What follows belongs to an exercise in optimizing a design on an open flow for small area and a short achievable clock period; a production flow would make more cautious choices.
Function was checked by simulation only, so behaviour that the tests miss may differ from the original.

==> flow/design.v (outline; a module is shown in full before it is edited, if it fits) <==
// module DCT: 7966 lines
// module DCT_fa: 4 lines
// module DCT_ha: 4 lines
// module DCT_ao: 3 lines
module DCT #(parameter horizontal = 1) (
  input wire CLK, input wire RST, input wire i_stb,
  input wire [7:0] i_D0, i_D1, i_D2, i_D3, i_D4, i_D5, i_D6, i_D7,
  output wire o_stb,
  output wire signed [15:0] o_D0, o_D1, o_D2, o_D3, o_D4, o_D5, o_D6, o_D7
);
  // ...
==> flow/flow/run.sh <==
#!/bin/bash
# Own layout flow: the standard layout (standard.sh, standard synthesis unchanged),
# with a tighter setup-repair target and plain buffers on the ports.
# Knobs are set in flow/knobs.txt (one make assignment per line).
set -euo pipefail
here=$(pwd)
python3 - "$here" <<'PY'
import sys, shlex
here = sys.argv[1]
s = open(here + '/standard.sh').read()
knobs = [l.strip() for l in open(here + '/flow/knobs.txt') if l.strip() and not l.startswith('#')]
extra = ' '.join(shlex.quote(k) for k in knobs)
s = s.replace('"${@:-finish}"', extra + ' "${@:-finish}"')
open(here + '/standard_own.sh', 'w').write(s)
PY
bash standard_own.sh > "$here/flow_make.log" 2>&1
==> flow/flow/knobs.txt <==
SETUP_SLACK_MARGIN=5.25
BUFFER_PORTS_ARGS=-buffer_cell sky130_fd_sc_hd__buf_2
==> flow/standard.sh <==
#!/bin/bash
# synth_recipe.tcl (not shown) runs the flow's synth.tcl, then flattens the netlist and writes it again
# the make line also repeats each setting of config.mk as NAME=value (left out here)
make -C /OpenROAD-flow-scripts/flow DESIGN_CONFIG=/design/flow/config.mk WORK_HOME=/design/flow/orfs CLKGATE_MAP_FILE= SYNTH_SCRIPT=/design/flow/synth_recipe.tcl "${@:-finish}"
==> flow/config.mk <==
export PLATFORM = sky130hd
export DESIGN_NAME = DCT
export DESIGN_NICKNAME = DCT
export VERILOG_FILES = /design/flow/design.v
export SDC_FILE = /design/flow/constraint.sdc
export NUM_CORES = 4
export LEC_CHECK = 0
export ABC_CLOCK_PERIOD_IN_PS = 3000
export CAP_MARGIN = 20
export CORE_MARGIN = 2
export CORE_UTILIZATION = 40
export PLACE_DENSITY = 0.6
export SETUP_SLACK_MARGIN = 5
export SLEW_MARGIN = 20
export SYNTH_HIERARCHICAL = 1
export SYNTH_MINIMUM_KEEP_SIZE = 0
==> flow/constraint.sdc <==
create_clock -name core_clock -period 8.0 [get_ports {CLK}]
set_input_delay 1.6000 -clock core_clock [delete_from_list [all_inputs] [get_ports {CLK}]]
set_output_delay 1.6000 -clock core_clock [all_outputs]
set_load 0.01 [all_outputs]
==> results.txt, run 1 <==
initial DRC count: 1022
initial antenna violation count: 5
Worst Hold Path EP: r3_630
synth cell count leaders: dfxtp_1, fa_1, ha_1
vias per cell: 4.73
Synth area leader: dfxtp_1
dpl cells: 4154
drt drc: 0
M3 GR Usage: 3.93%
adder-cell share of the synthesized area: 43.6%
largest family of logic cells by synthesized area: adder cells
global route hottest layer: met2
WP depth: 11
Num CTS Buffers: 69
Post-synth EDFFs: 0
clk tree area frac: 5.81%
CTS root buf: clkbuf_16
post-synth cell types: 55
hold_ws: 0.325 ns
DR WL met2: 40300 µm
I/O pins: 196
Max clock buf depth: 3
die height: 304 µm
Worst Path Arrival: 3.34 ns
fin cells: 4293
Max Transition Viols Final: 0
Final setup viols: 0
HP Class: flop to flop
fraction of registers with async set/reset: 0%
Compound-Gate Fraction of Synth Area: 7.36%
DR vias: 20300
Avg Inst Size Synth: 12.4 µm²
Setup crit start kind: flop
Place WS: 4.71 ns
R2R setup slack: 5.18 ns
CP required: 8.53 ns
met1 GRT Util: 24.0%
status: finished clean
Post-Synth XOR/XNOR Area: 4.93%
==> inputs of run 2 (changes only) <==
==> flow/flow/knobs.txt (replaced) <==
SETUP_SLACK_MARGIN=5.4
BUFFER_PORTS_ARGS=-buffer_cell sky130_fd_sc_hd__buf_2
==> run 2 against run 1 <==
  * Non-clock buffer count is 73 higher
  * Fmax is 2.9% higher
  * Critical path depth stayed put
  * Design area is 4.6% higher
  * Hold slack worse by 0.0018 ns
  * Clock-buffer cell count is 4 lower
  * Routed wire length is 0.79% higher
  * Largest cell class unchanged
==> results.txt, run 2 <==
Max Transition Viols Final: 0 (unchanged)
Most used DFF post-synth: dfxtp_1 (unchanged)
R2R Path End: r4_4359 (unchanged)
initial DRC count: 1225 (was 1022)
Post-DP Area: 37900 µm² (was 37600 µm²)
max reg flops: 4 (unchanged)
worst reg2reg startpoint: r3_1441 (unchanged)
max_cap viols: 0 (unchanged)
Worst R2R Path Depth: 11 (unchanged)
Antenna Nets Post-Route: 0 (unchanged)
hold path depth: 0 (unchanged)
post-synthesis sequential area ratio: 33.0% (unchanged)
Global Route Usage Sum: 18.7% (was 18.9%)
die height: 304 µm (unchanged)
clock slew at reported path FFs: 0.06 ns (about the same)
Worst Hold Path EP: r3_642 (was r3_630)
row count: 109 (unchanged)
core box area: 88600 µm² (unchanged)
Worst Max-Slew Pin Slew: 0.740 ns (was 0.891 ns)
Die X: 304 µm (unchanged)
clock latency on the worst-skew pair: 0.62 ns (was 0.64 ns)
RePlAce Congestion: 0.908 (was 0.861)
layout cells sized above 1: 22.9% (was 16.3%)
Synth area leader: dfxtp_1 (unchanged)
Max clock buf depth: 3 (unchanged)
CP Capture Type: flop (unchanged)
HP Class: flop to flop (unchanged)
Setup Skew: 0.0247 ns (was 0.0245 ns)
hpwl dp: 65200 µm (about the same)
Post-synth EDFFs: 0 (unchanged)
most frequent cells in the layout: fa_1, dfxtp_1, inv_1 (was fa_1, dfxtp_1, ha_1)
routed wire length: 84800 µm (was 84100 µm)
area fraction of the dominant cell type after synthesis: 33.0% (unchanged)
post-synth cell types: 55 (unchanged)
setup TNS: 0 ns (unchanged)
design area: 42600 µm² (was 40800 µm²)
Final setup viols: 0 (unchanged)
top-count cell post-synth: dfxtp_1 (unchanged)
WS Path Type: flop to flop (unchanged)
Max Fclk: 365 MHz (was 355 MHz)
Num CTS Buffers: 68 (was 69)
largest net degree at the start of global routing: 16 (unchanged)
Setup crit start: r3_1441 (unchanged)
Gate Count Post-Synth: 2902 (unchanged)
Worst path max stage delay: 0.58 ns (was 0.51 ns)
DR WL/cell: 19.4 µm (was 19.6 µm)
# fillers: 7872 (was 8137)
Area Growth Syn to Fin: 18.7% (was 13.5%)
post-layout util: 48.1% (was 46.0%)
synth warn: 7 (unchanged)
fraction of registers with async set/reset: 0% (unchanged)
status: finished clean (unchanged)
CP max FO: 3 (unchanged)
CP max-delay cell: fa_1 (unchanged)
first-pass GRT wire length: 131000 µm (about the same)
clock sinks: 591 (unchanged)
grt ovf: 0 (unchanged)
most common cell after layout, fill and taps aside: fa_1 (unchanged)
final hold violations: 0 (unchanged)
drt drc: 0 (unchanged)
# H-tree levels: 3 (unchanged)
Final Critical Period: 2.74 ns (was 2.82 ns)
Worst Path Arrival: 3.25 ns (was 3.34 ns)
Rel. slew slack: 50.6% (was 40.5%)
hold_sp: r2_641 (was r2_629)
Die ar.: 92200 µm² (unchanged)
Synth area leaders: dfxtp_1, fa_1, ha_1, a21o_1, inv_1 (unchanged)
Avg Inst Size Synth: 12.4 µm² (unchanged)
vias per cell: 4.72 (was 4.73)
Final period util: 34.2% (was 35.2%)
# hold bufs at CTS: 0 (unchanged)
Setup crit start kind: flop (unchanged)
cells along the critical path: fa_1 > ha_4 > inv_2 > a211oi_4 > a2111oi_4 > nor3_2 > o211ai_2 > a21oi_2 > o21ai_2 > or4b_1 > o311ai_1 (was fa_1 > ha_4 > nor2_4 > a2111oi_4 > nor3_2 > buf_4 > o211ai_4 > a21oi_2 > o21ai_2 > or4b_1 > o311ai_1)
initial antenna violation count: 3 (was 5)
CTS root buf: clkbuf_16 (unchanged)
Biggest register: stb (unchanged)
DR vias: 20600 (was 20300)
CP required: 8.51 ns (was 8.53 ns)
synth cell count leaders: dfxtp_1, fa_1, ha_1 (unchanged)
Pre-Repair DR Iteration Count: 4 (was 5)
RSZ-0062 raised after global routing: true (unchanged)
Initial Util: 40.5% (unchanged)
CTS tree: built (unchanged)
number of port buffers: 188 (unchanged)
n_diodes: 0 (was 2)
NumNets Final: 4152 (was 4080)
FF+latch count, synth: 591 (unchanged)
vias in the first global route: 22200 (was 22400)
Post-Syn Area: 35900 µm² (unchanged)
R2R setup slack: 5.26 ns (was 5.18 ns)
I/O pins: 196 (unchanged)
## run 2: cell types whose count changed in the layout (fill, tap and decap cells not counted), sizes merged
cell | before | now
clkinvlp | 7 | 5
inv | 399 | 400
clkinv | 13 | 15
diode | 2 | 0
buf | 223 | 296
clkbuf | 90 | 86
## run 2: layout make-up
| cell class | instances | area [µm²] | share of cell area (%) |
|---|---|---|---|
| Multi-Input combinational cell | 1795 | 22700 | 53.2 |
| Timing Repair Buffer | 296 | 2440 | 5.72 |
| Clock buffer | 86 | 1900 | 4.46 |
| Inverter | 394 | 1540 | 3.60 |
| Clock inverter | 34 | 419 | 0.983 |
| Tap cell | 1165 | 1460 | 3.42 |
| Sequential cell | 591 | 12200 | 28.6 |
## run 2: what timing repair did
item / CTS / global route
endpoints found under the setup margin: 305 / 200
setup buffers: 31 / 65
gates resized for setup: 280 / 166
pin swaps: 49 / 53
## run 2: logic make-up (layout without fill, tap and decap cells)
group | after synthesis | count (layout) | share of synthesized area, %
compound gates | 378 | 378 | 7.36
flops | 591 | 591 | 33.0
other cells | 1 | 7 | 0.0104
mux | 14 | 14 | 0.408
xor+xnor | 202 | 202 | 4.93
buf+inv | 522 | 810 | 6.80
fa+ha+maj | 939 | 939 | 43.6
simple gates | 255 | 255 | 3.93
## run 2: how the worst max path moves through the flow
stage | end | slack, ns | cells past startpoint
3_3_place_gp | r3_2646 | 4.95 | 6
2_1_floorplan | r1_816 | 5.27 | 6
5_1_grt | r4_4359 | 5.13 | 11
4_1_cts | r4_4359 | 5.24 | 11
6_report | r4_4359 | 5.26 | 11
3_5_place_dp | r3_2646 | 4.89 | 6
## run 2: per-module statistics from Yosys, one instance, submodules excluded
module	copies in the design	cell area, µm²	flip-flops and latches	cells inside
DCT	1	18800	591	1764
DCT_ao	210	7.51	0	1
DCT_fa	521	20.0	0	1
DCT_ha	407	12.5	0	1
## run 2: worst max-delay path, delay by kind of cell, from the launching register on
kind | cells | cell delay [ns]
AO/OA/AOI/OAI | 6 | 0.90
adder cells (fa/ha/maj) | 2 | 0.80
buffers and inverters | 1 | 0.06
flip-flops | 1 | 0.32
AND/OR/NAND/NOR | 2 | 0.56
## run 2: layer usage
layer / routed length [µm] / global-route usage [%] / share of wire [%] / vias to the layer above
li1: - / - / - / 9679
met1: 38200 / 25.6 / 45 / 10200
met5: 41 / 0 / 0.048 / -
met3: 5270 / 3.62 / 6.2 / 154
met2: 38800 / 30.0 / 46 / 580
met4: 2500 / 5.79 / 2.9 / 6
## run 2: through the flow
stage / instances / worst slack [ns] / hold slack [ns]
final: 4361 / 5.26 / 0.323
after global routing: 4361 / 5.13 / 0.327
after CTS: 4296 / 5.24 / 0.327
after detailed placement: 4145 / 4.89 / 0.312
after global placement: 4145 / 4.95 / 0.312
after floorplan: 2908 / 5.27 / 0.310
==> inputs of run 3 (changes only) <==
==> flow/flow/knobs.txt (replaced) <==
SETUP_SLACK_MARGIN=5.1
BUFFER_PORTS_ARGS=-buffer_cell sky130_fd_sc_hd__buf_2
==> run 3 against run 2 <==
  * Critical path depth down 7
  * Synthesized area unchanged
  * Critical path type unchanged
  * Final cell count down 1.8%
  * Global-route usage about the same
  * Clock-buffer cell count up 8
  * Hold slack worse by 0.00056 ns
  * Design area down 5.9%
  * Clock skew down 0.0080 ns
==> results.txt, run 3 <==
Area Growth Syn to Fin: 11.8% (was 18.7%)
# H-tree levels: 3 (unchanged)
Num CTS Buffers: 69 (was 68)
status: finished clean (unchanged)
post-synth cell types: 55 (unchanged)
Worst Path Arrival: 3.35 ns (was 3.25 ns)
setup TNS: 0 ns (unchanged)
Max clock buf depth: 3 (unchanged)
top-count cell post-synth: dfxtp_1 (unchanged)
CP required: 8.50 ns (was 8.51 ns)
number of port buffers: 188 (unchanged)
CP delay by family, top: adder cells (was compound AO/OA/AOI/OAI gates)
core box area: 88600 µm² (unchanged)
cells along the critical path: fa_1 > fa_1 > fa_1 > fa_1 (was fa_1 > ha_4 > inv_2 > a211oi_4 > a2111oi_4 > nor3_2 > o211ai_2 > a21oi_2 > o21ai_2 > or4b_1 > o311ai_1)
CP Capture Type: flop (unchanged)
post-layout util: 45.3% (was 48.1%)
Max Fclk: 351 MHz (was 365 MHz)
CP max FO: 6 (was 3)
vias in the first global route: 21900 (was 22200)
final hold violations: 0 (unchanged)
initial DRC count: 1045 (was 1225)
M3 GR Usage: 3.34% (was 3.62%)
Die ar.: 92200 µm² (unchanged)
RePlAce Congestion: 0.885 (was 0.908)
Most used DFF post-synth: dfxtp_1 (unchanged)
CTS root buf: clkbuf_16 (unchanged)
WS Path Type: flop to flop (unchanged)
most common cell after layout, fill and taps aside: dfxtp_1 (was fa_1)
Setup Skew: 0.0167 ns (was 0.0247 ns)
Post-Syn Area: 35900 µm² (unchanged)
synth cell count leaders: dfxtp_1, fa_1, ha_1 (unchanged)
layout cells sized above 1: 13.5% (was 22.9%)
fin cells: 4282 (was 4361)
synth warn: 7 (unchanged)
DR WL/cell: 19.5 µm (was 19.4 µm)
hpwl dp: 65000 µm (was 65200 µm)
clock sinks: 591 (unchanged)
Biggest register: stb (unchanged)
row count: 109 (unchanged)
Avg Inst Size Synth: 12.4 µm² (unchanged)
first-pass GRT wire length: 130000 µm (was 131000 µm)
largest net degree at the start of global routing: 14 (was 16)
met1 GRT Util: 25.0% (was 25.6%)
met2 GRT Util: 30.8% (was 30.0%)
Gate Count Post-Synth: 2902 (unchanged)
DR vias: 20100 (was 20600)
Initial Util: 40.5% (unchanged)
Synth area leaders: dfxtp_1, fa_1, ha_1, a21o_1, inv_1 (unchanged)
initial antenna violation count: 4 (was 3)
Critical Path Most Common Cell: fa_1
# fillers: 8098 (was 7872)
NumNets Final: 4065 (was 4152)
CTS tree: built (unchanged)
fraction of registers with async set/reset: 0% (unchanged)
# hold bufs at CTS: 0 (unchanged)
Antenna Nets Post-Route: 0 (unchanged)
Rel. slew slack: 33.3% (was 50.6%)
Worst path max stage delay: 0.77 ns (was 0.58 ns)
Pre-Repair DR Iteration Count: 5 (was 4)
RSZ-0062 raised after global routing: true (unchanged)
Final Critical Period: 2.85 ns (was 2.74 ns)
post-synthesis sequential area ratio: 33.0% (unchanged)
FF+latch count, synth: 591 (unchanged)
die height: 304 µm (unchanged)
Final setup viols: 0 (unchanged)
CP max-delay cell: dfxtp_1 (was fa_1)
Worst Max-Slew Pin Slew: 1.00 ns (was 0.740 ns)
area fraction of the dominant cell type after synthesis: 33.0% (unchanged)
Post-synth EDFFs: 0 (unchanged)
most frequent cells in the layout: dfxtp_1, fa_1, ha_1 (was fa_1, dfxtp_1, inv_1)
dpl cells: 4151 (was 4145)
global route hottest layer: met2 (unchanged)
Global Route Usage Sum: 18.8% (was 18.7%)
Die X: 304 µm (unchanged)
clock slew at reported path FFs: 0.06 ns (about the same)
max_cap viols: 0 (unchanged)
Max Transition Viols Final: 0 (unchanged)
Final period util: 35.6% (was 34.2%)
HP Class: flop to flop (unchanged)
I/O pins: 196 (unchanged)
Worst Path Buf+Inv: 0 (was 1)
Synth area leader: dfxtp_1 (unchanged)
vias per cell: 4.71 (was 4.72)
routed wire length: 83600 µm (was 84800 µm)
clock latency on the worst-skew pair: 0.62 ns (about the same)
drt drc: 0 (unchanged)
grt ovf: 0 (unchanged)
Setup crit start kind: flop (unchanged)
max reg flops: 4 (unchanged)
-- run 3: cell counts after synthesis --
No cell type changed its count.
-- run 3: path summary, 6_finish.rpt --
kind	from	endpoint	slack (ns)	cells past startpoint
max	r2_1178	r3_3260	5.15	4
min	r2_631	r3_632	0.32	0
max reg2reg	r2_1178	r3_3260	5.15	4
min reg2reg	r2_631	r3_632	0.32	0
-- run 3: per-module statistics from Yosys, one instance, submodules excluded --
module  cells inside  cell area [µm²]  times used  flip-flops and latches
DCT_fa             1             20.0         521                       0
DCT_ha             1             12.5         407                       0
DCT_ao             1             7.51         210                       0
DCT             1764            18800           1                     591
-- run 3: what timing repair did --
| item | in CTS | in global routing |
|---|---|---|
| gates resized for setup | 39 | 35 |
| endpoints found under the setup margin | 93 | 33 |
| pin swaps | 3 | 10 |
| buffers inserted | 0 | 2 |
-- run 3: cells by family (layout without fill, tap and decap cells) --
group / Yosys count / count (layout) / synth area share (%)
flops: 591 / 591 / 33.0
compound gates: 378 / 378 / 7.36
other cells: 1 / 10 / 0.0104
xor+xnor: 202 / 202 / 4.93
simple gates: 255 / 255 / 3.93
fa+ha+maj: 939 / 939 / 43.6
buf+inv: 522 / 728 / 6.80
mux: 14 / 14 / 0.408
-- run 3: metal layers --
metal  vias up  share of wire [%]  wire length (µm)
met5         -              0.013                11
li1       9526                  -                 -
met2       490                 47             39100
met4         2                3.2              2670
met3       150                5.8              4860
met1      9981                 44             37000
-- run 3: metrics by stage --
stage	area (µm²)	setup WS, ns	hold WS [ns]
2_1_floorplan	35900	5.14	0.310
3_3_place_gp	37500	4.74	0.311
3_5_place_dp	37500	4.66	0.312
4_1_cts	40000	5.04	0.323
5_1_grt	40100	5.00	0.330
6_report	40100	5.15	0.322
-- run 3: area by class of cell --
| type | instances | area [µm²] | area share (%) |
|---|---|---|---|
| antenna | 3 | 7.51 | 0.0187 |
| clock buffer | 94 | 1960 | 4.89 |
| clock inverter | 32 | 432 | 1.08 |
| inverter | 394 | 1480 | 3.69 |
| multi-input combinational | 1795 | 21800 | 54.4 |
| sequential | 591 | 11900 | 29.6 |
| tap | 1165 | 1460 | 3.63 |
| timing repair buffer | 208 | 1090 | 2.72 |
==> inputs of run 4 (changes only) <==
--- a/flow/config.mk
+++ b/flow/config.mk
@@ -11,2 +11,4 @@
 export CORE_UTILIZATION = 40
+export CTS_CLUSTER_DIAMETER = 90
+export CTS_CLUSTER_SIZE = 24
 export PLACE_DENSITY = 0.6
==> run 4 against run 3 <==
  * First-iteration DRC count rose by 6.8%
  * Die area did not move
  * Clock skew rose by 0.016 ns
  * Via count fell by 1.1%
  * Fmax fell by 0.41%
  * Hold slack improved by 0.0095 ns
  * Critical endpoint is now r4_4359
==> results.txt, run 4 <==
status: finished clean (unchanged)
Place WS: 4.66 ns (unchanged)
NumNets Final: 4029 (was 4065)
Post-synth EDFFs: 0 (unchanged)
most frequent cells in the layout: dfxtp_1, fa_1, ha_1 (unchanged)
Num CTS Buffers: 34 (was 69)
I/O pins: 196 (unchanged)
synth cell count leaders: dfxtp_1, fa_1, ha_1 (unchanged)
fin cells: 4208 (was 4282)
hold path depth: 0 (unchanged)
drt drc: 0 (unchanged)
die height: 304 µm (unchanged)
Area Growth Syn to Fin: 8.04% (was 11.8%)
fraction of registers with async set/reset: 0% (unchanged)
Final Critical Period: 2.86 ns (was 2.85 ns)
Initial Util: 40.5% (unchanged)
Synth area leaders: dfxtp_1, fa_1, ha_1, a21o_1, inv_1 (unchanged)
post-synthesis sequential area ratio: 33.0% (unchanged)
core box area: 88600 µm² (unchanged)
Max Transition Viols Final: 0 (unchanged)
synth warn: 7 (unchanged)
Worst R2R Path Depth: 11 (was 4)
# H-tree levels: 2 (was 3)
Worst Max-Slew Pin Slew: 0.970 ns (was 1.00 ns)
first-pass GRT wire length: 128000 µm (was 130000 µm)
grt ovf: 0 (unchanged)
HP Class: flop to flop (unchanged)
hpwl dp: 65000 µm (unchanged)
Avg Inst Size Synth: 12.4 µm² (unchanged)
Rel. slew slack: 35.3% (was 33.3%)
Final period util: 35.7% (was 35.6%)
worst reg2reg startpoint: r3_1439 (was r2_1178)
max_cap viols: 0 (unchanged)
Post-DP Area: 37500 µm² (unchanged)
number of port buffers: 188 (unchanged)
Max Fclk: 350 MHz (was 351 MHz)
CP Capture Type: flop (unchanged)
hold_sp: r2_631 (unchanged)
CP max FO: 3 (was 6)
routed wire length: 82300 µm (was 83600 µm)
RePlAce Congestion: 0.885 (unchanged)
setup ws final: 5.14 ns (was 5.15 ns)
clock slew at reported path FFs: 0.09 ns (was 0.06 ns)
DR vias: 19900 (was 20100)
WS Path Type: flop to flop (unchanged)
Biggest register: stb (unchanged)
largest net degree at the start of global routing: 25 (was 14)
most common cell after layout, fill and taps aside: dfxtp_1 (unchanged)
Pre-Repair DR Iteration Count: 5 (unchanged)
Antenna Nets Post-Route: 0 (unchanged)
Global Route Usage Sum: 18.4% (was 18.8%)
Final setup viols: 0 (unchanged)
vias per cell: 4.73 (was 4.71)
Worst Hold Path EP: r3_632 (unchanged)
Synth area leader: dfxtp_1 (unchanged)
post-synth cell types: 55 (unchanged)
Post-Syn Area: 35900 µm² (unchanged)
DR WL/cell: 19.5 µm (about the same)
max reg flops: 4 (unchanged)
Setup Skew: 0.0327 ns (was 0.0167 ns)
Max clock buf depth: 3 (unchanged)
Die ar.: 92200 µm² (unchanged)
vias in the first global route: 21400 (was 21900)
R2R setup slack: 5.14 ns (was 5.15 ns)
R2R Path End: r4_4359 (was r3_3260)
initial DRC count: 1116 (was 1045)
layout cells sized above 1: 11.7% (was 13.5%)
CTS root buf: clkbuf_16 (unchanged)
top-count cell post-synth: dfxtp_1 (unchanged)
row count: 109 (unchanged)
Worst Path Arrival: 3.33 ns (was 3.35 ns)
RSZ-0062 raised after global routing: true (unchanged)
dpl cells: 4151 (unchanged)
Gate Count Post-Synth: 2902 (unchanged)
area fraction of the dominant cell type after synthesis: 33.0% (unchanged)
initial antenna violation count: 4 (unchanged)
CTS tree: built (unchanged)
Setup crit start kind: flop (unchanged)
final hold violations: 0 (unchanged)
CP required: 8.48 ns (was 8.50 ns)
Most used DFF post-synth: dfxtp_1 (unchanged)
FF+latch count, synth: 591 (unchanged)
design area: 38800 µm² (was 40100 µm²)
clock latency on the worst-skew pair: 0.59 ns (was 0.62 ns)
clock sinks: 591 (unchanged)
setup TNS: 0 ns (unchanged)
Die X: 304 µm (unchanged)
[run 4: cell types whose count changed in the layout (fill, tap and decap cells not counted), moves of 4 or more]
cell / previous run / this run
clkbuf_16: 70 / 34
clkbuf_1: 12 / 1
clkbuf_8: 12 / 2
clkinv_2: 10 / 1
bufinv_16: 7 / 1
clkinvlp_4: 6 / 2
[run 4: worst max-delay path by stage]
stage | startpoint | to | slack (ns) | cells after the start
after floorplan | i_D5[0] | r1_816 | 5.14 | 6
after global placement | r3_1439 | r4_4359 | 4.74 | 11
after detailed placement | r3_1439 | r4_4359 | 4.66 | 11
after CTS | r3_1439 | r4_4359 | 5.06 | 11
after global routing | r3_1439 | r4_4359 | 4.97 | 11
final | r3_1439 | r4_4359 | 5.14 | 11
[run 4: metal layers]
layer | share of wire, % | track usage (%) | vias up
met5 | 0.013 | 0 | -
met4 | 2.8 | 4.84 | 2
met3 | 5.2 | 2.66 | 109
met2 | 47 | 30.6 | 424
met1 | 45 | 25.2 | 9974
li1 | - | - | 9414
[run 4: kinds of logic after synthesis]
family / synth area share, %
xor gates and xnor gates: 4.93
adders and majority gates: 43.6
AOI/OAI and AO/OA: 7.36
and+or+nand+nor: 3.93
other: 0.0104
muxes: 0.408
DFF: 33.0
buffers and inverters: 6.80
[run 4: layout make-up]
class                           instances  area, µm²
Clock buffer                           37        882
Fill cell                            8212      49900
Inverter                              394       1480
Timing Repair Buffer                  207       1080
Clock inverter                         15        189
Sequential cell                       591      11900
Tap cell                             1165       1460
Antenna cell                            4       10.0
Multi-Input combinational cell       1795      21800
[run 4: repair_timing]
| action | in CTS | in global routing |
|---|---|---|
| setup buffers | 0 | 1 |
| resized for setup | 39 | 35 |
| endpoints found under the setup margin | 99 | 35 |
| hold buffers | 0 | 0 |
| pin swaps | 3 | 5 |
[run 4: metrics by stage]
| stage | hold slack [ns] | util (%) |
|---|---|---|
| 2_1_floorplan | 0.310 | - |
| 3_3_place_gp | 0.311 | 42.3 |
| 3_5_place_dp | 0.312 | 42.3 |
| 4_1_cts | 0.333 | 43.6 |
| 5_1_grt | 0.340 | 43.8 |
| 6_report | 0.332 | 43.8 |
[run 4: worst max-delay path, cell delays in order, from the launching register on]
cell,delay (ns)
dfxtp_1,0.32
fa_1,0.47
ha_1,0.31
inv_1,0.11
a211oi_4,0.06
a2111oi_4,0.34
nor3_4,0.12
o211ai_2,0.22
a21oi_2,0.09
o21ai_2,0.17
or4b_1,0.47
o311ai_2,0.10
[run 4: modules after synthesis (local to each module, per instance)]
module,cells,flip-flops and latches,times used
DCT,1764,591,1
DCT_ao,1,0,210
DCT_fa,1,0,521
DCT_ha,1,0,407

what the ideal ports hide:
The flow's constraints put no driver on any port. The routed layouts listed below were extracted and timed again, unchanged, in two steps.
Step 1, drivers: a clkbuf_16 drives CLK and a buf_2 each remaining input, both assumed.
Step 2, shift: input delay + t, output delay - t, t = (earliest + latest rising clock arrival at the registers) / 2. This alone moves slack from input paths to output paths.
Slacks: no drivers / after step 1 / after step 2; pairs: no drivers / after step 1.
run	t, ns	setup WS [ns]	cell pins on the clock port's net
run 1	0.687	5.181 / 5.181 / 4.947	1
run 2	0.674	5.261 / 5.223 / 4.972	1
run 3	0.684	5.154 / 5.154 / 4.842	1
run 4	0.634	5.143 / 5.143 / 4.861	1
After both steps setup and hold are still met in every run listed. The setup slack of run 3, which loses most, moves by 0.000 ns with the drivers and by -0.312 ns with both steps.
